What follows belongs to an exercise in optimizing a design on an open flow for small area; a production flow would make more cautious choices.
RTL that was checked went through simulation tests only; none was proved equivalent to the original.
The RTL of runs 1, 2, 4 and 5 was laid out without a check of its function.
No activity file was given, so power comes from the tool's default toggle rates.

==> design/flow/design.v <==
`timescale 1ns / 1ps
module clock_project_top (
        input CLK100MHZ,
        input por_n,
        input btn_rst, btn_set, btn_alm, btn_ent, btn_ret, btn_bstep,
        input [5:0] SW,
        input  rx,
        output tx,
        output reg [7:0] a_to_g,
        output reg [7:0] an,
        output reg [5:0] LED,
        output [2:0] I_RGB_LED, II_RGB_LED
    );
    parameter SEC_HI     = 299;
    parameter SCAN_W     = 10;
    parameter BLINK_BIT  = 18;
    parameter DELTA_MAX  = 3072;     
    parameter RBLINK_MAX = 153600;   
    localparam SEC_W   = SCAN_W + 9;
    localparam [SEC_W-1:0] SEC_LAST = ((SEC_HI + 1) << SCAN_W) - 1;
    localparam DELTA_W = $clog2(DELTA_MAX + 1);
    localparam RBLK_W  = $clog2(RBLINK_MAX + 1);
    wire clk = CLK100MHZ;
    wire por = ~por_n;
    reg [2:0] db_set, db_alm, db_ent, db_ret, db_bst;
    always @(posedge clk)
        if (por) begin
            db_set <= 3'b0;
            db_alm <= 3'b0;
            db_ent <= 3'b0;
            db_ret <= 3'b0;
            db_bst <= 3'b0;
        end else begin
            db_set <= {db_set[1:0], btn_set};
            db_alm <= {db_alm[1:0], btn_alm};
            db_ent <= {db_ent[1:0], btn_ent};
            db_ret <= {db_ret[1:0], btn_ret};
            db_bst <= {db_bst[1:0], btn_bstep};
        end
    wire set_p = db_set[0] & db_set[1] & ~db_set[2];
    wire alm_p = db_alm[0] & db_alm[1] & ~db_alm[2];
    wire ent_p = db_ent[0] & db_ent[1] & ~db_ent[2];
    wire ret_p = db_ret[0] & db_ret[1] & ~db_ret[2];
    wire bst_p = db_bst[0] & db_bst[1] & ~db_bst[2];
    reg [BLINK_BIT:0] fcnt;
    always @(posedge clk)
        if (por)
            fcnt <= 0;
        else
            fcnt <= fcnt + 1'b1;
    wire       blink   = fcnt[BLINK_BIT];
    wire [7:0] window  = fcnt[7:0];
    wire       os_tick = ~fcnt[0];
    reg [1:0] mode;
    wire m_set = mode[0];
    wire m_alm = mode[1];
    wire m_clk = ~(mode[0] | mode[1]);
    wire rst_time = m_clk & ~btn_rst;
    wire rst_set  = m_set & ~btn_rst;
    wire rst_alm  = m_alm & ~btn_rst;
    wire ent_set  = m_set & ent_p;
    wire bst_set  = m_set & bst_p;
    wire ent_alm  = m_alm & ent_p;
    wire bst_alm  = m_alm & bst_p;
    reg done, done_prev, load_set;
    reg alm_done;
    wire set_done_pulse = done & ~done_prev;
    reg [1:0] next_mode;
    always @(*) begin
        if (m_set)
            next_mode = (set_done_pulse | ret_p | ~btn_rst) ? 2'b00 : 2'b01;
        else if (m_alm)
            next_mode = (alm_done | ret_p | ~btn_rst) ? 2'b00 : 2'b10;
        else
            next_mode = set_p ? 2'b01 : (alm_p ? 2'b10 : 2'b00);
    end
    always @(posedge clk)
        if (por) begin
            mode      <= 2'b00;
            done_prev <= 1'b0;
            load_set  <= 1'b0;
        end else begin
            mode      <= next_mode;
            done_prev <= done;
            load_set  <= set_done_pulse;
        end
    reg       rx_r;
    reg [1:0] rxst;         
    reg [3:0] osb;
    reg [8:0] rsh;          
    reg       rx_done;
    wire [7:0] rxd = rsh[8:1];
    always @(posedge clk)
        if (por)
            rx_r <= 1'b1;
        else
            rx_r <= rx;
    always @(posedge clk) begin
        rx_done <= 1'b0;
        if (por)
            rxst <= 2'd0;
        else if (os_tick)
            case (rxst)
                2'd0: if (~rx_r) begin
                          rxst <= 2'd1;
                          osb  <= 4'd1;
                      end
                2'd1: if (osb == 4'd8) begin
                          if (~rx_r) begin
                              rxst <= 2'd2;
                              osb  <= 4'd0;
                          end else
                              rxst <= 2'd0;
                      end else
                          osb <= osb + 1'b1;
                2'd2: begin
                          osb <= osb + 1'b1;
                          if (osb == 4'd15 && rsh[1])
                              rxst <= 2'd3;
                      end
                2'd3: begin
                          osb <= osb + 1'b1;
                          if (osb == 4'd15) begin
                              rx_done <= rx_r;
                              rxst    <= 2'd0;
                          end
                      end
            endcase
    end
    always @(posedge clk)
        if (os_tick) begin
            if (rxst == 2'd1 && osb == 4'd8)
                rsh <= 9'h100;
            else if (rxst == 2'd2 && osb == 4'd15)
                rsh <= {rx_r, rsh[8:1]};
        end
    reg [2:0] cst;
    reg uart_set_pulse, uart_alm_pulse;
    reg [3:0] n_mon;
    reg [4:0] n_day, n_hour, ua_hour;
    reg [5:0] n_min;
    always @(posedge clk)
        if (por) begin
            cst            <= 3'd0;
            uart_set_pulse <= 1'b0;
            uart_alm_pulse <= 1'b0;
        end else begin
            uart_set_pulse <= 1'b0;
            uart_alm_pulse <= 1'b0;
            if (rx_done)
                case (cst)
                    3'd0: if (rxd == 8'hAA) cst <= 3'd1;
                          else if (rxd == 8'hBB) cst <= 3'd6;
                    3'd1: cst <= (rxd >= 8'd1 && rxd <= 8'd12) ? 3'd2 : 3'd0;
                    3'd2: cst <= (rxd >= 8'd1 && rxd <= 8'd31) ? 3'd3 : 3'd0;
                    3'd3: cst <= (rxd < 8'd24) ? 3'd4 : 3'd0;
                    3'd4: cst <= (rxd < 8'd60) ? 3'd5 : 3'd0;
                    3'd5: begin
                              uart_set_pulse <= (rxd < 8'd60);
                              cst <= 3'd0;
                          end
                    3'd6: cst <= (rxd < 8'd24) ? 3'd7 : 3'd0;
                    3'd7: begin
                              uart_alm_pulse <= (rxd < 8'd60);
                              cst <= 3'd0;
                          end
                endcase
        end
    always @(posedge clk)
        if (rx_done)
            case (cst)
                3'd1: n_mon   <= rxd[3:0];
                3'd2: n_day   <= rxd[4:0];
                3'd3: n_hour  <= rxd[4:0];
                3'd4: n_min   <= rxd[5:0];
                3'd6: ua_hour <= rxd[4:0];
                default: ;
            endcase
    wire [5:0] c59 = (SW > 6'd59) ? 6'd59 : SW;
    wire [4:0] c23 = (SW[4:0] > 5'd23) ? 5'd23 : SW[4:0];
    wire [3:0] c12 = (SW[3:0] > 4'd12) ? 4'd12 : ((SW[3:0] == 4'd0) ? 4'd1 : SW[3:0]);
    function [4:0] mdays4;
        input [3:0] m;
        case (m)
            4'd1, 4'd3, 4'd5, 4'd7, 4'd8, 4'd10, 4'd12: mdays4 = 5'd31;
            4'd4, 4'd6, 4'd9, 4'd11:                    mdays4 = 5'd30;
            default:                                     mdays4 = 5'd28;
        endcase
    endfunction
    localparam A_IDLE = 3'b000, A_ACT = 3'b001, A_WAKE = 3'b010,
               A_SH   = 3'b100, A_SM  = 3'b101, A_SD   = 3'b110;
    reg [2:0] ast;
    reg [4:0] alm_hour;
    reg [5:0] alm_min;
    wire ringing = (ast == A_WAKE);
    localparam S_MON = 3'd0, S_DAY = 3'd1, S_HOUR = 3'd2, S_MIN = 3'd3,
               S_SEC = 3'd4, S_DONE = 3'd5;
    reg [2:0] sst;
    reg [3:0] set_month;
    reg [4:0] set_day, set_hour;
    reg [5:0] set_min, set_sec;
    wire [4:0] sd_max = mdays4(set_month);
    always @(posedge clk)
        if (por) begin
            sst       <= S_MON;
            done      <= 1'b0;
            set_month <= 4'd0;
            set_day   <= 5'd0;
            set_hour  <= 5'd0;
            set_min   <= 6'd0;
            set_sec   <= 6'd0;
        end else if (rst_set) begin
            sst       <= S_MON;
            done      <= 1'b0;
            set_month <= 4'd1;
            set_day   <= 5'd1;
            set_hour  <= 5'd0;
            set_min   <= 6'd0;
            set_sec   <= 6'd0;
        end else if (ret_p)
            sst <= S_MON;
        else if (bst_set)
            case (sst)
                S_DAY:  sst <= S_MON;
                S_HOUR: sst <= S_DAY;
                S_MIN:  sst <= S_HOUR;
                S_SEC:  sst <= S_MIN;
                S_DONE: sst <= S_SEC;
                default: ;
            endcase
        else if (ent_set & ~ringing)
            case (sst)
                S_MON: begin
                    if (set_month > 4'd12) set_month <= 4'd12;
                    else if (set_month == 4'd0) set_month <= 4'd1;
                    else set_month <= SW[3:0];
                    sst <= S_DAY;
                end
                S_DAY: begin
                    if (set_day == 5'd0) set_day <= 5'd1;
                    else if (set_day > sd_max) set_day <= sd_max;
                    sst <= S_HOUR;
                end
                S_HOUR: begin
                    set_hour <= c23;
                    sst <= S_MIN;
                end
                S_MIN: begin
                    set_min <= c59;
                    sst <= S_SEC;
                end
                S_SEC: begin
                    set_sec <= c59;
                    sst <= S_DONE;
                end
                S_DONE: begin
                    done <= 1'b1;
                    sst <= S_MON;
                end
                default: ;
            endcase
        else
            done <= 1'b0;
    wire [3:0] sm_nz = (set_month == 4'd0) ? 4'd1 : set_month;
    wire [3:0] disp_month = (sst == S_MON) ? c12 : sm_nz;
    wire [4:0] dd_max = mdays4(sm_nz);
    wire [4:0] disp_day = (sst == S_DAY) ?
                          ((SW[4:0] == 5'd0) ? 5'd1 : ((SW[4:0] > dd_max) ? dd_max : SW[4:0])) :
                          ((set_day == 5'd0) ? 5'd1 : set_day);
    wire [4:0] disp_hour = (sst == S_HOUR) ? c23 : set_hour;
    wire [5:0] disp_min  = (sst == S_MIN) ? c59 : set_min;
    wire [5:0] disp_sec  = (sst == S_SEC) ? (blink ? 6'd0 : c59) : set_sec;
    reg [SEC_W-1:0] q;        
    reg [5:0] sec, min;
    reg [4:0] hour;
    reg [6:0] day;
    reg       day_cout;
    reg [5:0] month;
    wire cy    = ((q & SEC_LAST) == SEC_LAST);
    wire sec59 = ((sec & 6'd59) == 6'd59);
    wire min59 = ((min & 6'd59) == 6'd59);
    wire hr23  = ((hour & 5'd23) == 5'd23);
    wire [4:0] max_days = mdays4(month[3:0]);
    wire load_time = load_set | uart_set_pulse;
    wire [5:0] l_sec   = uart_set_pulse ? rxd[5:0] : set_sec;
    wire [5:0] l_min   = uart_set_pulse ? n_min    : set_min;
    wire [4:0] l_hour  = uart_set_pulse ? n_hour   : set_hour;
    wire [4:0] l_day   = uart_set_pulse ? n_day    : set_day;
    wire [3:0] l_month = uart_set_pulse ? n_mon    : set_month;
    wire ce_min   = cy & sec59;
    wire ce_hour  = ce_min & min59;
    wire ce_day   = ce_hour & hr23;
    wire ce_month = ce_day & day_cout;
    always @(posedge clk)
        if (por | rst_time | cy)
            q <= 0;
        else
            q <= q + 1'b1;
    always @(posedge clk)
        if (por) begin
            sec      <= 6'd0;
            min      <= 6'd0;
            hour     <= 5'd0;
            day      <= 7'd0;
            day_cout <= 1'b0;
            month    <= 6'd0;
        end else if (rst_time) begin
            sec      <= 6'd0;
            min      <= 6'd20;
            hour     <= 5'd4;
            day      <= 7'd17;
            day_cout <= 1'b0;
            month    <= 6'd8;
        end else if (load_time) begin
            sec      <= l_sec;
            min      <= l_min;
            hour     <= l_hour;
            day      <= {2'b00, l_day};
            day_cout <= 1'b0;
            month    <= {2'b00, l_month};
        end else begin
            if (cy)
                sec <= sec59 ? 6'd0 : sec + 1'b1;
            if (ce_min)
                min <= min59 ? 6'd0 : min + 1'b1;
            if (ce_hour)
                hour <= hr23 ? 5'd0 : hour + 1'b1;
            if (ce_day) begin
                if (day[5:0] == {1'b0, max_days}) begin
                    day      <= 7'd1;
                    day_cout <= 1'b1;
                end else begin
                    day      <= day + 1'b1;
                    day_cout <= 1'b0;
                end
            end
            if (ce_month)
                month <= (month == 6'd12) ? 6'd1 : month + 1'b1;
        end
    wire is_alarm_time = (ast == A_ACT) && (hour == alm_hour) &&
                         (min == alm_min) && (sec == 6'd0);
    always @(posedge clk)
        if (por | rst_alm) begin
            ast      <= A_IDLE;
            alm_hour <= 5'd0;
            alm_min  <= 6'd0;
            alm_done <= 1'b0;
        end else begin
            alm_done <= 1'b0;
            if (is_alarm_time)
                ast <= A_WAKE;
            else if (ringing & ent_alm)
                ast <= A_IDLE;
            else if ((ast == A_IDLE) & ent_alm)
                ast <= A_SH;
            else if (uart_alm_pulse) begin
                alm_hour <= ua_hour;
                alm_min  <= rxd[5:0];
                ast      <= A_ACT;
            end else if (ast[2]) begin
                if (ret_p)
                    ast <= A_IDLE;
                else if (bst_alm) begin
                    if (ast == A_SM) ast <= A_SH;
                    else if (ast == A_SD) ast <= A_SM;
                end else if (ent_alm)
                    case (ast)
                        A_SH: begin
                            alm_hour <= c23;
                            ast <= A_SM;
                        end
                        A_SM: begin
                            alm_min <= c59;
                            ast <= A_SD;
                        end
                        A_SD: begin
                            ast <= A_ACT;
                            alm_done <= 1'b1;
                        end
                        default: ;
                    endcase
            end else if ((ast == A_ACT) & ret_p)
                ast <= A_IDLE;
        end
    wire [4:0] adisp_hour = (ast == A_SH) ? c23 : alm_hour;
    wire [5:0] adisp_min  = (ast == A_SM) ? c59 : alm_min;
    reg [DELTA_W-1:0] delta;
    reg [8:0]         valc;
    reg [RBLK_W-1:0]  rbc;
    reg               rblink;
    reg [2:0]         rgb;
    always @(posedge clk)
        if (por) begin
            delta  <= 0;
            valc   <= 9'd0;
            rbc    <= 0;
            rblink <= 1'b0;
        end else begin
            if ((delta & DELTA_MAX) == DELTA_MAX)
                delta <= 0;
            else
                delta <= delta + 1'b1;
            if (delta == 0)
                valc <= ((valc & 9'd383) == 9'd383) ? 9'd0 : valc + 1'b1;
            if ((rbc & RBLINK_MAX) == RBLINK_MAX) begin
                rbc    <= 0;
                rblink <= ~rblink;
            end else
                rbc <= rbc + 1'b1;
        end
    wire       wlow = ~|window[7:2];
    wire [6:0] incv = valc[6:0];
    wire [6:0] decv = ~valc[6:0];
    wire inc_on = wlow & ((|incv[6:2]) | (incv[1:0] > window[1:0]));
    wire dec_on = wlow & ((|decv[6:2]) | (decv[1:0] > window[1:0]));
    wire fade   = (ast == A_ACT);
    reg r_on, g_on, b_on;
    always @(*) begin
        r_on = 1'b0;
        g_on = 1'b0;
        b_on = 1'b0;
        if (ringing)
            r_on = rblink & ~&window;
        else if (fade)
            case (valc[8:7])
                2'b00: begin
                    r_on = inc_on;
                    g_on = dec_on;
                end
                2'b01: begin
                    r_on = dec_on;
                    b_on = inc_on;
                end
                default: begin
                    g_on = inc_on;
                    b_on = dec_on;
                end
            endcase
    end
    always @(posedge clk)
        if (por)
            rgb <= 3'b000;
        else
            rgb <= {r_on, g_on, b_on};
    assign I_RGB_LED  = rgb;
    assign II_RGB_LED = rgb;
    reg [1:0] tst;          
    reg [2:0] ttype;        
    reg       ustart;
    reg [3:0] r_mon;
    reg [4:0] r_day, r_hour;
    reg [5:0] r_min, r_sec;
    reg [9:0] tsh;          
    reg [4:0] baud;
    reg       tx_r;
    wire tbusy = |tsh;
    always @(posedge clk)
        if (por | ~btn_rst) begin
            ustart <= 1'b0;
            tst    <= 2'd0;
            r_mon  <= 4'd0;
            r_day  <= 5'd0;
            r_hour <= 5'd0;
            r_min  <= 6'd0;
            r_sec  <= 6'd0;
        end else if (~tbusy) begin
            case (tst)
                2'd0: begin
                    tst <= 2'd1;
                    if (month[3:0] != r_mon)
                        r_mon <= month[3:0];
                    else if (day[4:0] != r_day)
                        r_day <= day[4:0];
                    else if (hour != r_hour)
                        r_hour <= hour;
                    else if (min != r_min)
                        r_min <= min;
                    else if (sec != r_sec)
                        r_sec <= sec;
                    else
                        tst <= 2'd0;
                end
                2'd1: begin
                    ustart <= 1'b1;
                    tst <= 2'd2;
                end
                2'd2: begin
                    ustart <= 1'b1;
                    tst <= 2'd3;
                end
                2'd3: begin
                    ustart <= 1'b1;
                    tst <= 2'd0;
                end
            endcase
        end else
            ustart <= 1'b0;
    always @(posedge clk)
        if (~tbusy && tst == 2'd0) begin
            if (month[3:0] != r_mon)   ttype <= 3'd4;
            else if (day[4:0] != r_day) ttype <= 3'd3;
            else if (hour != r_hour)    ttype <= 3'd2;
            else if (min != r_min)      ttype <= 3'd1;
            else                        ttype <= 3'd0;
        end
    reg [5:0] tvalue;
    always @(*)
        case (ttype)
            3'd4:    tvalue = {2'b00, r_mon};
            3'd3:    tvalue = {1'b0, r_day};
            3'd2:    tvalue = {1'b0, r_hour};
            3'd1:    tvalue = r_min;
            default: tvalue = r_sec;
        endcase
    wire [7:0] tdata = (tst == 2'd2) ? {5'b10110, ttype} : {2'b00, tvalue};
    always @(posedge clk)
        if (por | ~btn_rst) begin
            tsh  <= 10'd0;
            baud <= 5'd0;
            tx_r <= 1'b1;
        end else if (~tbusy) begin
            baud <= 5'd0;
            tx_r <= 1'b1;
            if (ustart)
                tsh <= {1'b1, tdata, 1'b0};
        end else begin
            baud <= baud + 1'b1;
            tx_r <= tsh[0];
            if (&baud)
                tsh <= {1'b0, tsh[9:1]};
        end
    assign tx = tx_r;
    reg [SCAN_W-1:0] cnt_set, cnt_alm;
    always @(posedge clk)
        if (por | rst_set)
            cnt_set <= 0;
        else
            cnt_set <= cnt_set + 1'b1;
    always @(posedge clk)
        if (por | rst_alm)
            cnt_alm <= 0;
        else
            cnt_alm <= cnt_alm + 1'b1;
    wire [2:0] mpx = m_set ? cnt_set[SCAN_W-1:SCAN_W-3] :
                     m_alm ? cnt_alm[SCAN_W-1:SCAN_W-3] :
                             q[SCAN_W-1:SCAN_W-3];
    reg [6:0] fval;
    always @(*)
        case (mpx[2:1])
            2'd0: fval = m_set ? {1'b0, disp_min}  : m_alm ? {1'b0, adisp_min}  : {1'b0, min};
            2'd1: fval = m_set ? {2'b0, disp_hour} : m_alm ? {2'b0, adisp_hour} : {2'b0, hour};
            2'd2: fval = m_set ? {2'b0, disp_day}  : day;
            default: fval = m_set ? {3'b0, disp_month} : {3'b0, month[3:0]};
        endcase
    wire [3:0] tens  = fval / 7'd10;
    wire [3:0] units = fval - tens * 4'd10;
    wire [3:0] digit = mpx[0] ? tens : units;
    reg [6:0] seg;
    always @(*)
        case (digit)
            4'd0: seg = 7'b0000001;
            4'd1: seg = 7'b1001111;
            4'd2: seg = 7'b0010010;
            4'd3: seg = 7'b0000110;
            4'd4: seg = 7'b1001100;
            4'd5: seg = 7'b0100100;
            4'd6: seg = 7'b0100000;
            4'd7: seg = 7'b0001111;
            4'd8: seg = 7'b0000000;
            default: seg = 7'b0000100;
        endcase
    wire blank_seg = m_alm & mpx[2];
    wire dp = ~(mpx[1] & ~mpx[0]);
    wire blank_dig = blink & (
        (m_set & ((sst == S_MON  && mpx[2:1] == 2'd3) ||
                  (sst == S_DAY  && mpx[2:1] == 2'd2) ||
                  (sst == S_HOUR && mpx[2:1] == 2'd1) ||
                  (sst == S_MIN  && mpx[2:1] == 2'd0))) |
        (m_alm & ((ast == A_SH && mpx[2:1] == 2'd1) ||
                  (ast == A_SM && mpx[2:1] == 2'd0))));
    always @(*) begin
        a_to_g = blank_seg ? 8'hFF : {dp, seg};
        an     = blank_dig ? 8'hFF : ~(8'b1 << mpx);
        LED    = (~btn_rst | m_alm) ? 6'd0 : (m_set ? disp_sec : sec);
    end
endmodule
==> design/flow/run.sh <==
#!/bin/bash
# synth_recipe.tcl (not shown) runs the flow's synth.tcl, then flattens the netlist and writes it again
# the make line also repeats each setting of config.mk as NAME=value (left out here)
make -C /OpenROAD-flow-scripts/flow DESIGN_CONFIG=/design/flow/config.mk WORK_HOME=/design/flow/orfs CLKGATE_MAP_FILE= SYNTH_SCRIPT=/design/flow/synth_recipe.tcl finish
==> design/flow/config.mk <==
export PLATFORM = sky130hd
export DESIGN_NAME = clock_project_top
export DESIGN_NICKNAME = clock_project_top
export VERILOG_FILES = /design/flow/design.v
export SDC_FILE = /design/flow/constraint.sdc
export NUM_CORES = 4
export LEC_CHECK = 0
export ABC_AREA = 1
export CAP_MARGIN = 20
export CORE_MARGIN = 2
export CORE_UTILIZATION = 70
export PLACE_DENSITY = 0.75
export SLEW_MARGIN = 20
==> design/flow/constraint.sdc <==
create_clock -name core_clock -period 20.0 [get_ports {CLK100MHZ}]
set_input_delay 4.0000 -clock core_clock [delete_from_list [all_inputs] [get_ports {CLK100MHZ}]]
set_output_delay 4.0000 -clock core_clock [all_outputs]
set_load 0.01 [all_outputs]
==> flow_summary.yaml, run 1 <==
sta:
  fin_skew_ns: 0.009543
  setup_viol: 0
  final_max_slew_viol_count: 0
  finalCritPeriodShare_pct: 64.75
  min_period_ns: 12.95
  rsz0062_at_grt: "no"
  maxSlewHeadroom_pct: 28.03
  hold_viol_final: 0
  holdWs_ns: 0.4201
  clock.fmax_ghz: 0.07722
  worstMarginPinSlew_ns: 1.070
  setup-tns-final_ns: 0
synthesis:
  async_flop_share_pct: 0
  ys.flop_type: "dfxtp_1"
  avgSynthCellArea_um2: 7.168
  ys_ff_latch: 288
  synth_seq_area_share_pct: 40.12
  synth_top_cell_area_share_pct: 32.31
  ys_types: 60
  yosys_warnings: 1
  synth_cells: 2144
  syn-num-nets: 2200
  yosys.area.top_type: "dfxtp_1"
  yosys-top-cells-area: "dfxtp_1, nand2_1, inv_1"
  synth_edf_count: 40
  mappedNetlistArea_um2: 15370
cells_and_area:
  nNetsFinal: 2230
  syn2layout_area_growth_pct: 11.46
  nFillCells: 1546
  multi_input_area_um2: 7659
  regArea_um2: 6166
  fin_area_um2: 17130
  diodes: 0
  layout-drive-gt1-share_pct: 6.321
clocking:
  ctsRootBufferMaster: "clkbuf_16"
  htree_levels: 1
  clk_pin_slew_ns: 0.06
  cts_buffers: 31
  postCtsSetupBuffers: 0
  cts.sink_count: 288
  cts_buffer_depth: 3
  cts_tree: "built"
  cts_resized: 0
  postCtsHoldBufs: 0
  clk_latency_ns: 0.57
pwr:
  pwr-share-comb_pct: 13.5
  ir_worst_vdd_v: 0.00009421
  p_sw_share_pct: 27.30
  p_seq_share_pct: 43.4
  switchingPower_mw: 0.3967
  p_per_area_nw_per_um2: 84.83
  p_leak_nw: 7.007
  intPower_mw: 1.056
  clkPwrFrac_pct: 43.0
floorplanning:
  dieArea_um2: 23150
  core_region_area_um2: 21690
  rows: 54
  start_util_pct: 70.85
  die_w_um: 152.2
  ios: 44
  die_height_um: 152.2
global_routing:
  grt_max_degree: 41
  gr-usage-all-layers_pct: 37.25
  grt_pass1_vias: 14350
  antenna_found_initial: 0
  grt_overflow: 0
  grt_pass1_wl_um: 71010
worst_setup_path:
  crit_buf_inv: 4
  crit_type: "in2out"
  arrival_ns: 8.95
  end_kind: "output port"
  crit_fanout: 10
  cp_slowest_cell: "clkdlybuf4s50_1"
  cp_slowest_stage_delay_ns: 0.74
  cp_common_cell: "nand2_1"
  cp-start-kind: "primary input"
  cp_top_family: "simple AND/OR/NAND/NOR gates"
  cp.required_ns: 16.00
place:
  port_buffers: 43
  place_area_um2: 15980
  hpwl_um: 31410
  routabilityCongestion: 1.019
drt:
  route.vias.total: 15230
  wirelength_um: 44520
  viasPerCell: 6.142
  drtIter0Drc: 1728
  firstDrtPassIters: 6
  drc_errors: 0
  ant_nets: 0
  wl_per_cell_um: 17.96
outcome:
  status: "timing/DRC/antenna clean"
job:
  timing.max_cap.violations: 0
hold_path:
  hold_path.class: "reg2reg"
flip-flops by register name (all words and copies together), names as in the netlist, 7 cells and up, named ones only:
register / cells
tsh: 10
q: 19
rbc: 18
day: 7
rsh: 8
cnt_alm: 10
fcnt: 19
delta: 12
valc: 9
cnt_set: 10
metal layers:
metal  routed length (µm)  GRT usage, %  vias up
met5                    0             0        -
met4                 2171         17.36        0
met3                 4472         6.968      183
met2                20150         60.34      861
met1                17720         48.62     6962
li1                     -             -     7220
area by class of cell:
| type | count | area share [%] |
|---|---|---|
| clock inverter | 17 | 1.271 |
| inverter | 343 | 7.546 |
| tap | 280 | 2.045 |
| timing repair buffer | 55 | 3.010 |
| multi-input combinational | 1455 | 44.71 |
| clock buffer | 41 | 5.413 |
| sequential | 288 | 36.00 |
stage by stage:
step	power [mW]	std cells	utilization, %	setup WS, ns
final	1.453	2479	78.97	7.050
after global routing	1.505	2479	78.97	6.551
after CTS	1.449	2479	78.94	7.118
after detailed placement	0.8315	2421	73.66	7.139
after global placement	0.8231	2421	73.66	7.299
after floorplan	0.7743	2144	-	8.766
worst paths after layout:
| check | from | end | slack (ns) | cells after the start |
|---|---|---|---|---|
| setup reg to reg | mode[1] | q[18] | 16.12 | 9 |
| setup / recovery | SW[3] | a_to_g[0] | 7.05 | 27 |
| hold / removal | done_prev | load_set | 0.42 | 1 |
| hold reg to reg | done_prev | load_set | 0.42 | 1 |
kinds of logic (layout without fill, tap and decap cells):
kind of cell / count (synthesis) / after routing / synth area share [%]
simple gates: 906 / 906 / 26.23
compound gates: 462 / 462 / 17.55
buf+inv: 401 / 456 / 10.08
flops: 288 / 288 / 40.12
xor+xnor: 45 / 45 / 2.565
fa+ha+maj: 41 / 41 / 3.387
mux: 1 / 1 / 0.06514
cells in the final DEF, fill, tap and decap left out, types with 13 or more instances in the layout:
cell type        instances
xor2_1                  36
inv_1                  324
clkdlybuf4s50_1         42
nand2_1                351
dfxtp_1                248
nand3_1                102
a221oi_1                16
a21oi_1                146
ha_1                    40
nand2_2                 17
nor3_1                  82
o22ai_1                 13
nor4_1                  26
o21ai_0                173
a211oi_1                28
nor2_1                 250
a31oi_1                 26
nand4_1                 23
clkbuf_16               34
edfxtp_1                40
synth_stat cells (11+ instances only):
| cell | instances |
|---|---|
| a211oi_1 | 28 |
| a21oi_1 | 146 |
| a221oi_1 | 16 |
| a31oi_1 | 26 |
| clkbuf_1 | 45 |
| dfxtp_1 | 248 |
| edfxtp_1 | 40 |
| ha_1 | 40 |
| inv_1 | 324 |
| inv_2 | 12 |
| nand2_1 | 351 |
| nand2_2 | 17 |
| nand3_1 | 102 |
| nand4_1 | 23 |
| nor2_1 | 250 |
| nor3_1 | 82 |
| nor4_1 | 27 |
| o211ai_1 | 11 |
| o21ai_0 | 173 |
| o22ai_1 | 13 |
| or2_2 | 12 |
| xor2_1 | 36 |
worst register-to-register path, cell delays in order (launching register included):
cell and delay (ns):
dfxtp_1 0.90, nor2_4 0.07, inv_2 0.19, nor2_1 0.07, buf_4 0.22, nor2_1 0.55, inv_1 0.50, nor2_1 0.44
clkinv_1 0.48, nor3_1 0.37
power by group through the flow:
stage	clock, mW	sequential, mW	combinational (mW)
after floorplan	0	0.635	0.140
after global placement	0	0.641	0.182
after detailed placement	0	0.642	0.189
after CTS	0.625	0.630	0.193
after global routing	0.652	0.633	0.220
final	0.625	0.631	0.196
==> run 2, diff against run 1 <==
--- a/design/flow/config.mk
+++ b/design/flow/config.mk
@@ -10,4 +10,6 @@
 export CORE_MARGIN = 2
 export CORE_UTILIZATION = 70
+export CTS_BUF_LIST = sky130_fd_sc_hd__clkbuf_4
+export CTS_CLUSTER_SIZE = 20
 export PLACE_DENSITY = 0.75
 export SLEW_MARGIN = 20
==> flow_summary.yaml, run 2 <==
clocking:
  cts.sink_count: 288
  postCtsHoldBufs: 0
  cts_tree: "built"
  ctsRootBufferMaster: "clkbuf_4"
  postCtsSetupBuffers: 0
  htree_levels: 3
  cts_resized: 0
  cts_buffers: 74
  clk_latency_ns: 0.71
  clk_pin_slew_ns: 0.06
  cts_buffer_depth: 3
synthesis:
  yosysMostFrequentCell: "nand2_1"
  synth_top_cell_area_share_pct: 32.31
  ys_types: 60
  yosys-top-cells-area: "dfxtp_1, nand2_1, inv_1"
  async_flop_share_pct: 0
  ys.flop_type: "dfxtp_1"
  synth_edf_count: 40
  synth_seq_area_share_pct: 40.12
  synth_cells: 2144
  mappedNetlistArea_um2: 15370
  syn-num-nets: 2200
  yosys_warnings: 1
  avgSynthCellArea_um2: 7.168
  ys_ff_latch: 288
  synthTopCellsByCount: "nand2_1, inv_1, nor2_1"
  yosys.area.top_type: "dfxtp_1"
cells_and_area:
  final_common_cell: "nand2_1"
  layout.cells.most_common_list: "nand2_1, inv_1, nor2_1"
  syn2layout_area_growth_pct: 10.25
  fin_area_um2: 16940
  instances_no_fill: 2552
  layout-drive-gt1-share_pct: 8.722
  nNetsFinal: 2273
  reg.largest.list: "fcnt: 19 flops, q: 19 flops, rbc: 18 flops"
floorplanning:
  rows: 54
  dieArea_um2: 23150
  start_util_pct: 70.85
  core_region_area_um2: 21690
  die_height_um: 152.2
  ios: 44
  die_w_um: 152.2
worst_setup_path:
  crit_buf_inv: 4
  cp_slowest_stage_delay_ns: 0.72
  arrival_ns: 8.94
  crit_type: "in2out"
  end_kind: "output port"
  cp_top_family: "simple AND/OR/NAND/NOR gates"
  cp.required_ns: 16.00
  cp_slowest_cell: "clkdlybuf4s50_1"
  cp_common_cell: "nand2_1"
  crit_fanout: 10
  cp-start-kind: "primary input"
global_routing:
  grt_overflow: 0
  gr-usage-all-layers_pct: 36.73
  antenna_found_initial: 1
  grtUsageMet2_pct: 57.89
  grt_pass1_wl_um: 69520
  grt_max_degree: 41
  top_usage_layer: "met2"
  grt_util_met1_pct: 48.03
  grt_pass1_vias: 14220
  met3_usage_pct: 7.878
job:
  timing.max_cap.violations: 0
pwr:
  ir_worst_vdd_v: 0.00006218
  p_seq_share_pct: 46.9
  p_leak_nw: 7.002
  intPower_mw: 0.9481
  p_sw_share_pct: 29.43
  pwr-share-comb_pct: 14.5
  p_per_area_nw_per_um2: 79.29
  switchingPower_mw: 0.3953
  clkPwrFrac_pct: 38.6
sta:
  rsz0062_at_grt: "no"
  worstMarginPinSlew_ns: 1.004
  min_period_ns: 12.94
  finalCritPeriodShare_pct: 64.70
  setup-tns-final_ns: 0
  maxSlewHeadroom_pct: 32.47
  fin_skew_ns: 0.05270
  hold_viol_final: 0
  fin_ws_ns: 7.059
  setup_viol: 0
  final_max_slew_viol_count: 0
  clock.fmax_ghz: 0.07728
place:
  port_buffers: 43
  place_ws_ns: 7.139
  place_area_um2: 15980
  routabilityCongestion: 1.019
  place_inst: 2421
  hpwl_um: 31410
drt:
  wirelength_um: 43710
  firstDrtPassIters: 6
  viasPerCell: 6.010
  ant_nets: 0
  drtIter0Drc: 1447
  route.vias.total: 15340
  drc_errors: 0
  wl_per_cell_um: 17.13
outcome:
  status: "timing/DRC/antenna clean"
hold_path:
  hold_path.class: "reg2reg"
==> run 2: cell counts after synthesis <==
Identical to the previous run, type by type.
==> run 2: final timing paths <==
check,startpoint,end,slack [ns],cells past startpoint
max,SW[3],a_to_g[0],7.06,27
min,db_ent[1],db_ent[2],0.42,2
max reg2reg,mode[1],q[2],16.16,9
min reg2reg,db_ent[1],db_ent[2],0.42,2
==> run 2: worst min-delay path, stage by stage (launching register included) <==
cell	delay [ns]
dfxtp_1	0.30
nand2_1	0.05
inv_1	0.03
==> run 2: area by class of cell <==
type                    count  area (µm²)
flip-flops and latches    288        6166
inverters                 343        1292
clock buffers             107       803.3
well taps                 280       350.3
fillers                  1637        4746
diodes                      2       5.005
repair buffers             55       515.5
multi-input cells        1455        7659
clock inverters            22       151.4
==> run 2: logic make-up (layout without fill, tap and decap cells) <==
kind of cell | Yosys count | count (layout) | share of synthesized area, %
AND/OR/NAND/NOR | 906 | 906 | 26.23
AO/OA/AOI/OAI | 462 | 462 | 17.55
XOR/XNOR | 45 | 45 | 2.565
other | 0 | 2 | 0
flip-flops | 288 | 288 | 40.12
multiplexers | 1 | 1 | 0.06514
buffers and inverters | 401 | 527 | 10.08
adder cells (fa/ha/maj) | 41 | 41 | 3.387
==> run 2: stage by stage <==
step           hold WS, ns  utilization [%]  power (mW)
2_1_floorplan       0.3915                -      0.7743
3_3_place_gp        0.4084            73.66      0.8231
3_5_place_dp        0.4086            73.66      0.8315
4_1_cts             0.4201            78.07       1.344
5_1_grt             0.4428            78.12       1.408
6_report            0.4232            78.12       1.343
==> run 2: per-layer routing <==
metal	vias to the layer above	wire length, µm
met1	6957	17660
met5	-	0
met2	845	19380
met4	0	2099
met3	175	4568
li1	7361	-
==> run 2: power groups by stage <==
stage,clock network [mW],logic [mW],registers [mW]
2_1_floorplan,0,0.140,0.635
3_3_place_gp,0,0.182,0.641
3_5_place_dp,0,0.189,0.642
4_1_cts,0.524,0.191,0.629
5_1_grt,0.558,0.218,0.632
6_report,0.519,0.194,0.630
==> run 3, diff against run 2 <==
--- a/design/flow/design.v
+++ b/design/flow/design.v
@@ -281,5 +281,11 @@
     wire min59 = ((min & 6'd59) == 6'd59);
     wire hr23  = ((hour & 5'd23) == 5'd23);
-    wire [4:0] max_days = mdays4(month[3:0]);
+    reg [4:0] max_days;
+    always @(*)
+        case (month)
+            6'd1, 6'd3, 6'd5, 6'd7, 6'd8, 6'd10, 6'd12: max_days = 5'd31;
+            6'd4, 6'd6, 6'd9, 6'd11:                    max_days = 5'd30;
+            default:                                     max_days = 5'd28;
+        endcase
     wire load_time = load_set | uart_set_pulse;
     wire [5:0] l_sec   = uart_set_pulse ? rxd[5:0] : set_sec;
@@ -551,5 +557,5 @@
             2'd1: fval = m_set ? {2'b0, disp_hour} : m_alm ? {2'b0, adisp_hour} : {2'b0, hour};
             2'd2: fval = m_set ? {2'b0, disp_day}  : day;
-            default: fval = m_set ? {3'b0, disp_month} : {3'b0, month[3:0]};
+            default: fval = m_set ? {3'b0, disp_month} : {1'b0, month};
         endcase
     wire [3:0] tens  = fval / 7'd10;
==> design/flow/config.mk (replaced) <==
export PLATFORM = sky130hd
export DESIGN_NAME = clock_project_top
export DESIGN_NICKNAME = clock_project_top
export VERILOG_FILES = /design/flow/design.v
export SDC_FILE = /design/flow/constraint.sdc
export NUM_CORES = 4
export LEC_CHECK = 0
export CAP_MARGIN = 20
export CORE_MARGIN = 2
export CORE_UTILIZATION = 40
export SLEW_MARGIN = 20
==> flow_summary.yaml, run 3 <==
outcome:
  status: "timing/DRC/antenna clean"
place:
  port_buffers: 43
  routabilityCongestion: 0.9600
  hpwl_um: 30210
  place_ws_ns: 5.580
  place_area_um2: 16250
sta:
  hold_viol_final: 0
  final_max_slew_viol_count: 0
  min_period_ns: 14.50
  holdWs_ns: 0.4220
  setup-tns-final_ns: 0
  rsz0062_at_grt: "no"
  worstMarginPinSlew_ns: 0.9240
  setup_viol: 0
  fin_ws_ns: 5.500
  maxSlewHeadroom_pct: 38.17
  fin_skew_ns: 0.01773
  finalCritPeriodShare_pct: 72.50
  clock.fmax_ghz: 0.06897
worst_setup_path:
  startpoint: "SW[3]"
  arrival_ns: 10.50
  cp-start-kind: "primary input"
  crit_type: "in2out"
  timing.rr.start: "tsh[3]"
  critPathCapture: "a_to_g[3]"
  r2r_slack_ns: 16.36
  crit_fanout: 18
  end_kind: "output port"
  r2r_cells: 9
  r2r_end: "r_sec[0]"
  cp.required_ns: 16.00
floorplanning:
  dieArea_um2: 40420
  ios: 44
  start_util_pct: 40.37
  core_region_area_um2: 38470
  rows: 72
  die_w_um: 201.0
  die_height_um: 201.0
cells_and_area:
  reg.largest.list: "fcnt: 19 flops, q: 19 flops, rbc: 18 flops"
  fin_area_um2: 17350
  final_common_cell: "nor2_1"
  nNetsFinal: 1922
  syn2layout_area_growth_pct: 11.70
  layout.cells.most_common_list: "nor2_1, dfxtp_1, nand2_1"
  layout-drive-gt1-share_pct: 5.655
  nFillCells: 3883
clocking:
  cts_resized: 0
  postCtsHoldBufs: 0
  cts_buffers: 34
  ctsRootBufferMaster: "clkbuf_16"
  htree_levels: 2
  clk_pin_slew_ns: 0.06
  clk_latency_ns: 0.53
  cts_tree: "built"
  postCtsSetupBuffers: 0
  cts.sink_count: 288
  cts_buffer_depth: 3
synthesis:
  syn-num-nets: 1943
  yosys_warnings: 1
  yosys-top-cells-area: "dfxtp_1, edfxtp_1, nor2_1"
  synth_top_cell_area_share_pct: 31.97
  synth_seq_area_share_pct: 39.70
  mappedNetlistArea_um2: 15530
  avgSynthCellArea_um2: 8.230
  ys.flop_type: "dfxtp_1"
  synthTopCellsByCount: "nor2_1, dfxtp_1, nand2_1"
  async_flop_share_pct: 0
  synth_cells: 1887
  ys_types: 92
  ys_ff_latch: 288
  yosys.area.top_type: "dfxtp_1"
  yosysMostFrequentCell: "nor2_1"
  synth_edf_count: 40
job:
  timing.max_cap.violations: 0
global_routing:
  grt_max_degree: 59
  antenna_found_initial: 1
  grt_overflow: 0
  grt_pass1_vias: 12710
  grt_pass1_wl_um: 68190
  gr-usage-all-layers_pct: 20.58
drt:
  wl_per_cell_um: 17.47
  viasPerCell: 5.586
  firstDrtPassIters: 5
  drtIter0Drc: 1075
  ant_nets: 0
  wirelength_um: 42120
  route.vias.total: 13470
  drc_errors: 0
pwr:
  p_per_area_nw_per_um2: 77.22
  p_leak_nw: 6.198
  ir_worst_vdd_v: 0.00004880
hold_path:
  hold_path.class: "reg2reg"
run 3: how the worst min path moves through the flow:
stage	start	end	slack, ns	cells past startpoint
detailed placement	done_prev	load_set	0.41	1
finish	done_prev	load_set	0.42	1
CTS	done_prev	load_set	0.42	1
floorplan	done_prev	load_set	0.40	1
global route	done_prev	load_set	0.44	1
global placement	done_prev	load_set	0.42	1
run 3: area by class of cell:
class | instances | area (µm²) | share of cell area [%]
Antenna cell | 1 | 2.502 | 0.01443
Clock buffer | 48 | 963.4 | 5.554
Clock inverter | 14 | 118.9 | 0.6852
Inverter | 60 | 225.2 | 1.298
Multi-Input combinational cell | 1424 | 8678 | 50.03
Sequential cell | 288 | 6167 | 35.55
Tap cell | 518 | 648.1 | 3.736
Timing Repair Buffer | 58 | 543.0 | 3.130
run 3: power by group:
group          leakage [nW]  internal (mW)  switching (mW)  total (mW)
clock network         0.532          0.352           0.248       0.600
registers              2.37          0.596          0.0154       0.612
logic                  3.29         0.0537          0.0744       0.128
total                  6.20           1.00           0.338        1.34
run 3: cell families after synthesis:
family / count (synthesis) / synth area share [%]
adders and majority gates: 43 / 3.481
and+or+nand+nor: 808 / 24.71
DFF: 288 / 39.70
muxes: 70 / 4.625
AOI/OAI and AO/OA: 372 / 15.61
xor gates and xnor gates: 131 / 7.388
buffers and inverters: 175 / 4.488
run 3: layer usage:
metal	GRT usage, %	wire (µm)	up-vias
met5	0	0	-
met4	7.169	1335	0
met3	3.490	2508	104
met2	34.13	19420	396
met1	27.04	18860	6368
li1	-	-	6599
run 3: worst max-delay path, stage by stage:
cell and delay, ns:
clkdlybuf4s50_1 0.77, a21oi_1 0.44, mux2i_1 0.14, o221a_2 0.30, a31oi_1 0.32, a31oi_4 0.10, or4_1 0.46, o211ai_1 0.17
ha_1 0.18, o41a_1 0.14, o31ai_1 0.09, nor2_1 0.27, o32ai_1 0.13, a22o_1 0.26, or2_1 0.26, ha_1 0.20
fa_1 0.45, nand2b_1 0.17, mux2_1 0.32, and4_1 0.18, mux2i_1 0.28, nand2_1 0.18, o21ai_1 0.16, clkdlybuf4s50_1 0.55
run 3: through the flow:
step / util [%] / cells / total power, mW
after global placement: 42.25 / 2348 / 0.7494
after CTS: 45.06 / 2410 / 1.356
after global routing: 45.10 / 2411 / 1.398
final: 45.10 / 2411 / 1.340
after floorplan: - / 1887 / 0.7145
after detailed placement: 42.25 / 2348 / 0.7518
==> run 4, diff against run 3 <==
--- a/design/flow/design.v
+++ b/design/flow/design.v
@@ -138,5 +138,5 @@
     reg uart_set_pulse, uart_alm_pulse;
     reg [3:0] n_mon;
-    reg [4:0] n_day, n_hour, ua_hour;
+    reg [4:0] n_day, n_hour;    
     reg [5:0] n_min;
     always @(posedge clk)
@@ -174,5 +174,5 @@
                 3'd3: n_hour  <= rxd[4:0];
                 3'd4: n_min   <= rxd[5:0];
-                3'd6: ua_hour <= rxd[4:0];
+                3'd6: n_day   <= rxd[4:0];
                 default: ;
             endcase
@@ -263,12 +263,7 @@
             done <= 1'b0;
     wire [3:0] sm_nz = (set_month == 4'd0) ? 4'd1 : set_month;
-    wire [3:0] disp_month = (sst == S_MON) ? c12 : sm_nz;
     wire [4:0] dd_max = mdays4(sm_nz);
-    wire [4:0] disp_day = (sst == S_DAY) ?
-                          ((SW[4:0] == 5'd0) ? 5'd1 : ((SW[4:0] > dd_max) ? dd_max : SW[4:0])) :
-                          ((set_day == 5'd0) ? 5'd1 : set_day);
-    wire [4:0] disp_hour = (sst == S_HOUR) ? c23 : set_hour;
-    wire [5:0] disp_min  = (sst == S_MIN) ? c59 : set_min;
-    wire [5:0] disp_sec  = (sst == S_SEC) ? (blink ? 6'd0 : c59) : set_sec;
+    wire [4:0] c_day = (SW[4:0] == 5'd0) ? 5'd1 : ((SW[4:0] > dd_max) ? dd_max : SW[4:0]);
+    wire [5:0] disp_sec = (sst == S_SEC) ? (blink ? 6'd0 : c59) : set_sec;
     reg [SEC_W-1:0] q;        
     reg [5:0] sec, min;
@@ -281,11 +276,5 @@
     wire min59 = ((min & 6'd59) == 6'd59);
     wire hr23  = ((hour & 5'd23) == 5'd23);
-    reg [4:0] max_days;
-    always @(*)
-        case (month)
-            6'd1, 6'd3, 6'd5, 6'd7, 6'd8, 6'd10, 6'd12: max_days = 5'd31;
-            6'd4, 6'd6, 6'd9, 6'd11:                    max_days = 5'd30;
-            default:                                     max_days = 5'd28;
-        endcase
+    wire [4:0] max_days = mdays4(month[3:0]);
     wire load_time = load_set | uart_set_pulse;
     wire [5:0] l_sec   = uart_set_pulse ? rxd[5:0] : set_sec;
@@ -361,5 +350,5 @@
                 ast <= A_SH;
             else if (uart_alm_pulse) begin
-                alm_hour <= ua_hour;
+                alm_hour <= n_day;
                 alm_min  <= rxd[5:0];
                 ast      <= A_ACT;
@@ -389,6 +378,4 @@
                 ast <= A_IDLE;
         end
-    wire [4:0] adisp_hour = (ast == A_SH) ? c23 : alm_hour;
-    wire [5:0] adisp_min  = (ast == A_SM) ? c59 : alm_min;
     reg [DELTA_W-1:0] delta;
     reg [8:0]         valc;
@@ -551,12 +538,23 @@
                      m_alm ? cnt_alm[SCAN_W-1:SCAN_W-3] :
                              q[SCAN_W-1:SCAN_W-3];
+    wire [1:0] pos = mpx[2:1];
+    wire edit = (m_set & ~sst[2] & (sst[1:0] == ~pos)) |
+                (m_alm & (((ast == A_SH) & (pos == 2'd1)) | ((ast == A_SM) & (pos == 2'd0))));
     reg [6:0] fval;
     always @(*)
-        case (mpx[2:1])
-            2'd0: fval = m_set ? {1'b0, disp_min}  : m_alm ? {1'b0, adisp_min}  : {1'b0, min};
-            2'd1: fval = m_set ? {2'b0, disp_hour} : m_alm ? {2'b0, adisp_hour} : {2'b0, hour};
-            2'd2: fval = m_set ? {2'b0, disp_day}  : day;
-            default: fval = m_set ? {3'b0, disp_month} : {1'b0, month};
-        endcase
+        if (edit)
+            case (pos)
+                2'd0:    fval = {1'b0, c59};
+                2'd1:    fval = {2'b0, c23};
+                2'd2:    fval = {2'b0, c_day};
+                default: fval = {3'b0, c12};
+            endcase
+        else
+            case (pos)
+                2'd0:    fval = m_set ? {1'b0, set_min}  : m_alm ? {1'b0, alm_min}  : {1'b0, min};
+                2'd1:    fval = m_set ? {2'b0, set_hour} : m_alm ? {2'b0, alm_hour} : {2'b0, hour};
+                2'd2:    fval = m_set ? ((set_day == 5'd0) ? 7'd1 : {2'b0, set_day}) : day;
+                default: fval = m_set ? {3'b0, sm_nz} : {3'b0, month[3:0]};
+            endcase
     wire [3:0] tens  = fval / 7'd10;
     wire [3:0] units = fval - tens * 4'd10;
@@ -578,11 +576,5 @@
     wire blank_seg = m_alm & mpx[2];
     wire dp = ~(mpx[1] & ~mpx[0]);
-    wire blank_dig = blink & (
-        (m_set & ((sst == S_MON  && mpx[2:1] == 2'd3) ||
-                  (sst == S_DAY  && mpx[2:1] == 2'd2) ||
-                  (sst == S_HOUR && mpx[2:1] == 2'd1) ||
-                  (sst == S_MIN  && mpx[2:1] == 2'd0))) |
-        (m_alm & ((ast == A_SH && mpx[2:1] == 2'd1) ||
-                  (ast == A_SM && mpx[2:1] == 2'd0))));
+    wire blank_dig = blink & edit;
     always @(*) begin
         a_to_g = blank_seg ? 8'hFF : {dp, seg};
==> design/flow/flow/run.sh (new file) <==
#!/bin/bash
set -euo pipefail
W=$(pwd)

# ORFS scripts folder with the ABC script replaced
mkdir -p "$W/scripts_area"
for f in "$FLOW_HOME"/scripts/*; do
    ln -sf "$f" "$W/scripts_area/"
done
rm -f "$W/scripts_area/abc_area.script" "$W/scripts_area/abc_speed.script"
cp "$W/flow/abc_area.script" "$W/scripts_area/abc_area.script"
cp "$W/flow/abc_area.script" "$W/scripts_area/abc_speed.script"

# synthesis (registers as the standard synthesis makes them)
bash standard.sh SCRIPTS_DIR="$W/scripts_area" ADDER_MAP_FILE= synth > "$W/synth.log" 2>&1

# floorplan to final layout, standard scripts
bash standard.sh finish > "$W/layout.log" 2>&1
==> design/flow/flow/abc_area.script (new file) <==
strash
&get -n
&fraig -x
&put
scorr
dc2
dretime
strash
&get -n
&dch -f
&nf -R 1000
&put
strash
&get -n
&dch -f
&nf -R 1000
&put
==> design/flow/standard.sh (new file) <==
#!/bin/bash
# synth_recipe.tcl (not shown) runs the flow's synth.tcl, then flattens the netlist and writes it again
# the make line also repeats each setting of config.mk as NAME=value (left out here)
make -C /OpenROAD-flow-scripts/flow DESIGN_CONFIG=/design/flow/config.mk WORK_HOME=/design/flow/orfs CLKGATE_MAP_FILE= SYNTH_SCRIPT=/design/flow/synth_recipe.tcl "${@:-finish}"
removed: design/flow/run.sh
==> flow_summary.yaml, run 4 <==
cells_and_area:
  layout-drive-gt1-share_pct: 4.228
  reg.largest.list: "fcnt: 19 flops, q: 19 flops, rbc: 18 flops"
  layout.cells.most_common_list: "dfxtp_1, nor2_1, a21oi_1"
  instances_no_fill: 2034
  fin_area_um2: 14850
  syn2layout_area_growth_pct: 15.88
  nNetsFinal: 1622
  diodes: 0
  final_common_cell: "dfxtp_1"
  nFillCells: 3077
synthesis:
  async_flop_share_pct: 0
  avgSynthCellArea_um2: 8.456
  synth_compound_area_share_pct: 22.95
  yosys.area_share.adder_pct: 0.07809
  syn-num-nets: 1531
  synthMuxAreaShare_pct: 1.825
  synthTopCellsByCount: "dfxtp_1, nor2_1, a21oi_1"
  synth_edf_count: 35
  yosys_warnings: 1
  synth_seq_area_share_pct: 46.93
  yosys-top-cells-area: "dfxtp_1, edfxtp_1, a21oi_1"
  yosys.area.top_type: "dfxtp_1"
  synth_top_cell_area_share_pct: 38.73
  synth_top_family_by_area: "simple AND/OR/NAND/NOR gates"
  synth_cells: 1516
  synthSimpleGateAreaFrac_pct: 23.52
  mappedNetlistArea_um2: 12820
  ys_ff_latch: 283
  yosysMostFrequentCell: "dfxtp_1"
  ys.flop_type: "dfxtp_1"
  ys_types: 60
  synth_xor_xnor_area_share_pct: 3.348
worst_setup_path:
  cp_slowest_cell: "clkdlybuf4s50_1"
  cp.required_ns: 16.00
  cp_slowest_stage_delay_ns: 0.69
  arrival_ns: 8.73
  crit_fanout: 10
  cp-start-kind: "primary input"
  crit_chain: "clkdlybuf4s50_1 -> nand3b_1 -> o21ai_0 -> o21ai_0 -> a211oi_1 -> a21oi_1 -> xnor2_1 -> nor2_1 -> o21a_1 -> nor2_1 -> nand2b_1 -> nor2_1 -> o21ai_0 -> nor2b_1 -> xnor2_1 -> mux2_1 -> and3_1 -> o31ai_1 -> clkdlybuf4s50_1"
  crit_type: "in2out"
  end_kind: "output port"
  cp_top_family: "compound AO/OA/AOI/OAI gates"
  r2r_slack_ns: 16.15
  crit_buf_inv: 2
drt:
  wl_per_cell_um: 18.70
  drc_errors: 0
  firstDrtPassIters: 6
  wirelength_um: 38040
  route.vias.total: 11920
  viasPerCell: 5.862
  drtIter0Drc: 1115
  ant_nets: 0
floorplanning:
  core_region_area_um2: 31560
  ios: 44
  rows: 65
  die_w_um: 183.0
  die_height_um: 183.0
  start_util_pct: 40.62
  dieArea_um2: 33490
clocking:
  postCtsHoldBufs: 0
  postCtsSetupBuffers: 0
  htree_levels: 1
  cts.sink_count: 283
  cts_buffer_depth: 3
  ctsRootBufferMaster: "clkbuf_16"
  cts_buffers: 31
  clk_pin_slew_ns: 0.06
  clk_latency_ns: 0.57
  cts_tree: "built"
  cts_resized: 0
sta:
  clock.fmax_ghz: 0.07855
  finalCritPeriodShare_pct: 63.65
  worstMarginPinSlew_ns: 1.093
  setup_viol: 0
  min_period_ns: 12.73
  hold_viol_final: 0
  final_max_slew_viol_count: 0
  setup-tns-final_ns: 0
  rsz0062_at_grt: "no"
  fin_skew_ns: 0.01139
  maxSlewHeadroom_pct: 26.56
pwr:
  p_seq_share_pct: 48.3
  p_per_area_nw_per_um2: 83.41
  p_leak_nw: 5.291
  pwr-share-comb_pct: 7.5
  switchingPower_mw: 0.2989
  p_sw_share_pct: 24.12
  intPower_mw: 0.9401
  clkPwrFrac_pct: 44.3
  total_power_mw: 1.239
  ir_worst_vdd_v: 0.00006366
global_routing:
  grt_overflow: 0
  grt_pass1_vias: 10910
  gr-usage-all-layers_pct: 22.68
  grt_pass1_wl_um: 60680
  grt_max_degree: 55
  antenna_found_initial: 0
hold_path:
  hold_path.class: "reg2reg"
place:
  hpwl_um: 26990
  port_buffers: 43
  routabilityCongestion: 0.9148
  place_area_um2: 13870
  place_inst: 1976
outcome:
  status: "timing/DRC/antenna clean"
job:
  timing.max_cap.violations: 0
run 4: worst paths after layout:
| path | startpoint | to | cells after the start |
|---|---|---|---|
| min | done_prev | load_set | 1 |
| max reg2reg | q[0] | hour[0] | 11 |
| max | SW[4] | a_to_g[1] | 19 |
| min reg2reg | done_prev | load_set | 1 |
run 4: logic make-up (layout without fill, tap and decap cells):
family          Yosys count  in the layout
mux                      23             23
flops                   283            283
buf+inv                  43            159
compound gates          485            485
fa+ha+maj                 1              1
xor+xnor                 49             49
simple gates            632            632
run 4: through the flow:
| stage | utilization (%) | hold WS, ns | setup WS [ns] |
|---|---|---|---|
| after floorplan | - | 0.3989 | 8.857 |
| after global placement | 43.95 | 0.4059 | 7.526 |
| after global routing | 47.07 | 0.4154 | 6.760 |
| after CTS | 47.05 | 0.4061 | 7.366 |
| final | 47.07 | 0.4056 | 7.270 |
| after detailed placement | 43.95 | 0.4070 | 7.389 |
run 4: metal layers:
metal | up-vias | routed length [µm] | GRT usage [%]
li1 | 5801 | - | -
met1 | 5636 | 17000 | 31.20
met2 | 407 | 17200 | 36.05
met3 | 80 | 2672 | 4.170
met4 | 0 | 1167 | 7.392
met5 | - | 0 | 0
run 4: cell type report:
| class | instances | area [µm²] | share of cell area (%) |
|---|---|---|---|
| repair buffers | 61 | 560.5 | 3.774 |
| multi-input cells | 1190 | 6646 | 44.74 |
| clock inverters | 5 | 28.78 | 0.1937 |
| well taps | 402 | 503.0 | 3.386 |
| inverters | 40 | 150.1 | 1.011 |
| flip-flops and latches | 283 | 6017 | 40.51 |
| clock buffers | 53 | 948.4 | 6.385 |
run 4: power by group through the flow:
stage                     clock network [mW]  registers, mW  logic, mW
final                                  0.548          0.598     0.0926
after global routing                   0.584          0.600      0.103
after CTS                              0.561          0.598     0.0918
after detailed placement                   0          0.610     0.0911
after global placement                     0          0.610     0.0897
after floorplan                            0          0.607     0.0583
==> run 5, diff against run 4 <==
--- a/design/flow/design.v
+++ b/design/flow/design.v
@@ -17,8 +17,30 @@
     parameter DELTA_MAX  = 3072;     
     parameter RBLINK_MAX = 153600;   
+    function [11:0] lfsr12_term;
+        input integer n;
+        integer i;
+        reg [11:0] s;
+        begin
+            s = 12'd0;
+            for (i = 0; i < n; i = i + 1)
+                s = {s[10:0], ~(s[11] ^ s[5] ^ s[3] ^ s[0])};
+            lfsr12_term = s;
+        end
+    endfunction
+    function [17:0] lfsr18_term;
+        input integer n;
+        integer i;
+        reg [17:0] s;
+        begin
+            s = 18'd0;
+            for (i = 0; i < n; i = i + 1)
+                s = {s[16:0], ~(s[17] ^ s[10])};
+            lfsr18_term = s;
+        end
+    endfunction
     localparam SEC_W   = SCAN_W + 9;
     localparam [SEC_W-1:0] SEC_LAST = ((SEC_HI + 1) << SCAN_W) - 1;
-    localparam DELTA_W = $clog2(DELTA_MAX + 1);
-    localparam RBLK_W  = $clog2(RBLINK_MAX + 1);
+    localparam [11:0] DELTA_TERM = lfsr12_term(DELTA_MAX);
+    localparam [17:0] RBLK_TERM  = lfsr18_term(RBLINK_MAX);
     wire clk = CLK100MHZ;
     wire por = ~por_n;
@@ -198,7 +220,7 @@
     reg [2:0] sst;
     reg [3:0] set_month;
-    reg [4:0] set_day, set_hour;
+    reg [4:0] set_hour;
+    reg       set_day1;     
     reg [5:0] set_min, set_sec;
-    wire [4:0] sd_max = mdays4(set_month);
     always @(posedge clk)
         if (por) begin
@@ -206,5 +228,5 @@
             done      <= 1'b0;
             set_month <= 4'd0;
-            set_day   <= 5'd0;
+            set_day1  <= 1'b0;
             set_hour  <= 5'd0;
             set_min   <= 6'd0;
@@ -214,5 +236,5 @@
             done      <= 1'b0;
             set_month <= 4'd1;
-            set_day   <= 5'd1;
+            set_day1  <= 1'b1;
             set_hour  <= 5'd0;
             set_min   <= 6'd0;
@@ -238,6 +260,5 @@
                 end
                 S_DAY: begin
-                    if (set_day == 5'd0) set_day <= 5'd1;
-                    else if (set_day > sd_max) set_day <= sd_max;
+                    set_day1 <= 1'b1;
                     sst <= S_HOUR;
                 end
@@ -281,5 +302,5 @@
     wire [5:0] l_min   = uart_set_pulse ? n_min    : set_min;
     wire [4:0] l_hour  = uart_set_pulse ? n_hour   : set_hour;
-    wire [4:0] l_day   = uart_set_pulse ? n_day    : set_day;
+    wire [4:0] l_day   = uart_set_pulse ? n_day    : {4'b0, set_day1};
     wire [3:0] l_month = uart_set_pulse ? n_mon    : set_month;
     wire ce_min   = cy & sec59;
@@ -378,7 +399,7 @@
                 ast <= A_IDLE;
         end
-    reg [DELTA_W-1:0] delta;
+    reg [11:0]        delta;
     reg [8:0]         valc;
-    reg [RBLK_W-1:0]  rbc;
+    reg [17:0]        rbc;
     reg               rblink;
     reg [2:0]         rgb;
@@ -390,15 +411,15 @@
             rblink <= 1'b0;
         end else begin
-            if ((delta & DELTA_MAX) == DELTA_MAX)
-                delta <= 0;
+            if (delta == DELTA_TERM)
+                delta <= 12'd0;
             else
-                delta <= delta + 1'b1;
-            if (delta == 0)
+                delta <= {delta[10:0], ~(delta[11] ^ delta[5] ^ delta[3] ^ delta[0])};
+            if (delta == 12'd0)
                 valc <= ((valc & 9'd383) == 9'd383) ? 9'd0 : valc + 1'b1;
-            if ((rbc & RBLINK_MAX) == RBLINK_MAX) begin
-                rbc    <= 0;
+            if (rbc == RBLK_TERM) begin
+                rbc    <= 18'd0;
                 rblink <= ~rblink;
             end else
-                rbc <= rbc + 1'b1;
+                rbc <= {rbc[16:0], ~(rbc[17] ^ rbc[10])};
         end
     wire       wlow = ~|window[7:2];
@@ -554,5 +575,5 @@
                 2'd0:    fval = m_set ? {1'b0, set_min}  : m_alm ? {1'b0, alm_min}  : {1'b0, min};
                 2'd1:    fval = m_set ? {2'b0, set_hour} : m_alm ? {2'b0, alm_hour} : {2'b0, hour};
-                2'd2:    fval = m_set ? ((set_day == 5'd0) ? 7'd1 : {2'b0, set_day}) : day;
+                2'd2:    fval = m_set ? 7'd1 : day;
                 default: fval = m_set ? {3'b0, sm_nz} : {3'b0, month[3:0]};
             endcase
--- a/design/flow/flow/run.sh
+++ b/design/flow/flow/run.sh
@@ -1,3 +1,12 @@
 #!/bin/bash
+# Own layout flow: the standard flow (standard.sh), except
+#  - synthesis maps the logic with an area-oriented ABC script
+#    (flow/abc_area.script) and leaves adders to ABC instead of the
+#    half/full-adder cell map; registers are made exactly as in the
+#    standard synthesis;
+#  - port buffers use the smallest buffer cell;
+#  - clock tree: larger sink clusters, no dummy loads.
+# Each step's full output goes to a log file in this folder (and ORFS's
+# own per-step logs under orfs/logs/).
 set -euo pipefail
 W=$(pwd)
@@ -12,7 +21,9 @@
 cp "$W/flow/abc_area.script" "$W/scripts_area/abc_speed.script"
 
-# synthesis (registers as the standard synthesis makes them)
+# synthesis
 bash standard.sh SCRIPTS_DIR="$W/scripts_area" ADDER_MAP_FILE= synth > "$W/synth.log" 2>&1
 
 # floorplan to final layout, standard scripts
+export BUFFER_PORTS_ARGS="-buffer_cell sky130_fd_sc_hd__buf_1"
+export CTS_ARGS="-sink_clustering_enable -repair_clock_nets -dont_use_dummy_load -sink_clustering_size 20 -sink_clustering_max_diameter 60"
 bash standard.sh finish > "$W/layout.log" 2>&1
==> flow_summary.yaml, run 5 <==
place:
  place_area_um2: 13290
  port_buffers: 43
  place_inst: 1901
  hpwl_um: 25670
  routabilityCongestion: 0.9352
  place_ws_ns: 8.062
clocking:
  postCtsSetupBuffers: 0
  ctsRootBufferMaster: "clkbuf_16"
  postCtsHoldBufs: 0
  cts_tree: "built"
  cts_buffers: 24
  cts.sink_count: 281
  clk_pin_slew_ns: 0.06
  cts_resized: 0
  htree_levels: 1
  cts_buffer_depth: 3
  clk_latency_ns: 0.55
drt:
  drc_errors: 0
  ant_nets: 0
  firstDrtPassIters: 9
  wl_per_cell_um: 18.63
  viasPerCell: 5.896
  drtIter0Drc: 1138
  wirelength_um: 35860
  route.vias.total: 11350
cells_and_area:
  final_common_cell: "dfxtp_1"
  nFillCells: 3081
  diodes: 0
  instances_no_fill: 1925
  layout.cells.most_common_list: "dfxtp_1, nor2_1, a21oi_1"
  syn2layout_area_growth_pct: 10.98
  fin_area_um2: 13900
  fin_util_pct: 45.20
  reg.largest.list: "fcnt: 19 flops, q: 19 flops, rbc: 18 flops"
  nNetsFinal: 1546
  layout-drive-gt1-share_pct: 3.009
worst_setup_path:
  cp.required_ns: 16.00
  cp-start-kind: "primary input"
  crit_buf_inv: 2
  end_kind: "output port"
  arrival_ns: 8.09
  crit_chain: "buf_1 -> a31o_1 -> o21ai_0 -> mux2_1 -> a21oi_1 -> a21oi_1 -> nand2b_1 -> xnor2_1 -> o211a_1 -> and2_0 -> nand2b_1 -> nand3_1 -> o21ai_0 -> and2_0 -> nor2_1 -> nand2_1 -> o21ai_0 -> o21ai_0 -> nand2b_1 -> o21ai_0 -> buf_1"
  crit_fanout: 9
  cp_slowest_stage_delay_ns: 0.37
  cp_top_family: "compound AO/OA/AOI/OAI gates"
  crit_type: "in2out"
  cp_common_cell: "o21ai_0"
  cp_slowest_cell: "mux2_1"
global_routing:
  grt_pass1_wl_um: 56710
  grt_pass1_vias: 10490
  grt_overflow: 0
  antenna_found_initial: 0
  gr-usage-all-layers_pct: 21.39
  grt_max_degree: 59
pwr:
  total_power_mw: 1.073
  ir_worst_vdd_v: 0.00007447
  pwr-share-comb_pct: 7.3
  p_seq_share_pct: 55.1
  switchingPower_mw: 0.2548
  p_sw_share_pct: 23.76
  p_per_area_nw_per_um2: 77.17
  clkPwrFrac_pct: 37.6
  intPower_mw: 0.8178
  p_leak_nw: 4.770
sta:
  final_max_slew_viol_count: 0
  fin_skew_ns: 0.05307
  maxSlewHeadroom_pct: 20.44
  fin_ws_ns: 7.909
  hold_viol_final: 0
  holdWs_ns: 0.4259
  finalCritPeriodShare_pct: 60.46
  worstMarginPinSlew_ns: 1.182
  setup-tns-final_ns: 0
  setup_viol: 0
  min_period_ns: 12.09
  clock.fmax_ghz: 0.08271
  rsz0062_at_grt: "no"
synthesis:
  yosys-top-cells-area: "dfxtp_1, edfxtp_1, a21oi_1"
  async_flop_share_pct: 0
  yosysMostFrequentCell: "dfxtp_1"
  ys_types: 60
  mappedNetlistArea_um2: 12520
  ys_ff_latch: 281
  yosys_warnings: 1
  synth_edf_count: 35
  avgSynthCellArea_um2: 8.643
  yosys.area.top_type: "dfxtp_1"
  synth_cells: 1449
  synth_seq_area_share_pct: 47.72
  synth_top_cell_area_share_pct: 39.32
  synthTopCellsByCount: "dfxtp_1, nor2_1, a21oi_1"
  syn-num-nets: 1464
  ys.flop_type: "dfxtp_1"
floorplanning:
  start_util_pct: 40.73
  dieArea_um2: 32740
  rows: 64
  die_height_um: 180.9
  ios: 44
  die_w_um: 180.9
  core_region_area_um2: 30750
outcome:
  status: "timing/DRC/antenna clean"
job:
  timing.max_cap.violations: 0
hold_path:
  hold_path.class: "reg2reg"
[run 5: power by group through the flow]
stage / Combinational, mW / Clock, mW / Sequential, mW
after global routing: 0.0878 / 0.431 / 0.592
final: 0.0784 / 0.403 / 0.591
after global placement: 0.0765 / 0 / 0.603
after detailed placement: 0.0778 / 0 / 0.603
after CTS: 0.0781 / 0.412 / 0.591
after floorplan: 0.0538 / 0 / 0.600
[run 5: cell type report]
class	instances	area (µm²)	area share (%)
multi-input cells	1132	6419	46.18
flip-flops and latches	281	5977	43.01
clock buffers	24	600.6	4.321
well taps	396	495.5	3.565
repair buffers	59	282.8	2.035
inverters	33	123.9	0.8913
[run 5: routing by layer]
layer	wire, µm	GRT usage [%]	vias up	share of wire (%)
met1	16100	29.00	5323	45
met3	2371	3.507	79	6.6
met5	0	0	-	0
li1	-	-	5536	-
met4	1379	7.805	0	3.8
met2	16010	34.48	412	45
[run 5: path summary, 6_finish.rpt]
path	from	endpoint	slack, ns	cells past startpoint
setup reg to reg	q[0]	month[5]	16.79	13
hold reg to reg	done_prev	load_set	0.43	1
hold / removal	done_prev	load_set	0.43	1
setup / recovery	SW[4]	a_to_g[1]	7.91	21
[run 5: worst reg2reg max path, cell delays in order, from the launching register on]
cell and delay (ns):
dfxtp_1 0.39, and3_1 0.26, and3_1 0.26, and3_1 0.25, and2_0 0.19, and3_1 0.25, nand4_1 0.17, nor4_1 0.45
buf_4 0.23, nand2_1 0.08, nor3_1 0.22, nand2_1 0.12, xor2_1 0.15, nor2_1 0.05
[run 5: cells by family (layout without fill, tap and decap cells)]
group	Yosys count	in the layout	share of synthesized area (%)
AOI/OAI and AO/OA	433	433	21.40
buffers and inverters	36	116	1.169
adders and majority gates	1	1	0.07993
muxes	31	31	2.488
and+or+nand+nor	618	618	23.72
xor gates and xnor gates	49	49	3.427
DFF	281	281	47.72

## static timing again, ports no longer ideal
The results above use ideal ports. As a check the final layouts listed here were re-extracted and re-timed, cells and wires unchanged. Step 1: set_driving_cell puts a clkbuf_16 on CLK100MHZ and a buf_2 on each other input, an assumption about the parent block. Step 2 times the ports against the registers' clock, not the clock port: input delays grow and output delays shrink by t, the midpoint of the rising clock arrivals with the driver on. Slacks: no drivers / after step 1 / after step 2; pairs: no drivers / after step 1.
| run | t, ns | setup slack, ns | hold WS [ns] |
|---|---|---|---|
| run 1 | 0.617 | 7.050 / 7.023 / 7.023 | 0.420 / 0.420 / 0.420 |
| run 2 | 0.726 | 7.059 / 7.021 / 7.021 | 0.423 / 0.423 / 0.423 |
| run 3 | 0.577 | 5.500 / 5.473 / 5.473 | 0.422 / 0.422 / 0.422 |
| run 4 | 0.612 | 7.270 / 7.239 / 7.239 | 0.406 / 0.406 / 0.406 |
| run 5 | 0.570 | 7.909 / 7.883 / 7.883 | 0.426 / 0.426 / 0.426 |
After both steps every run listed still meets setup and hold. The setup slack of run 2, which loses most, moves by -0.038 ns with the drivers and by -0.038 ns with both steps.
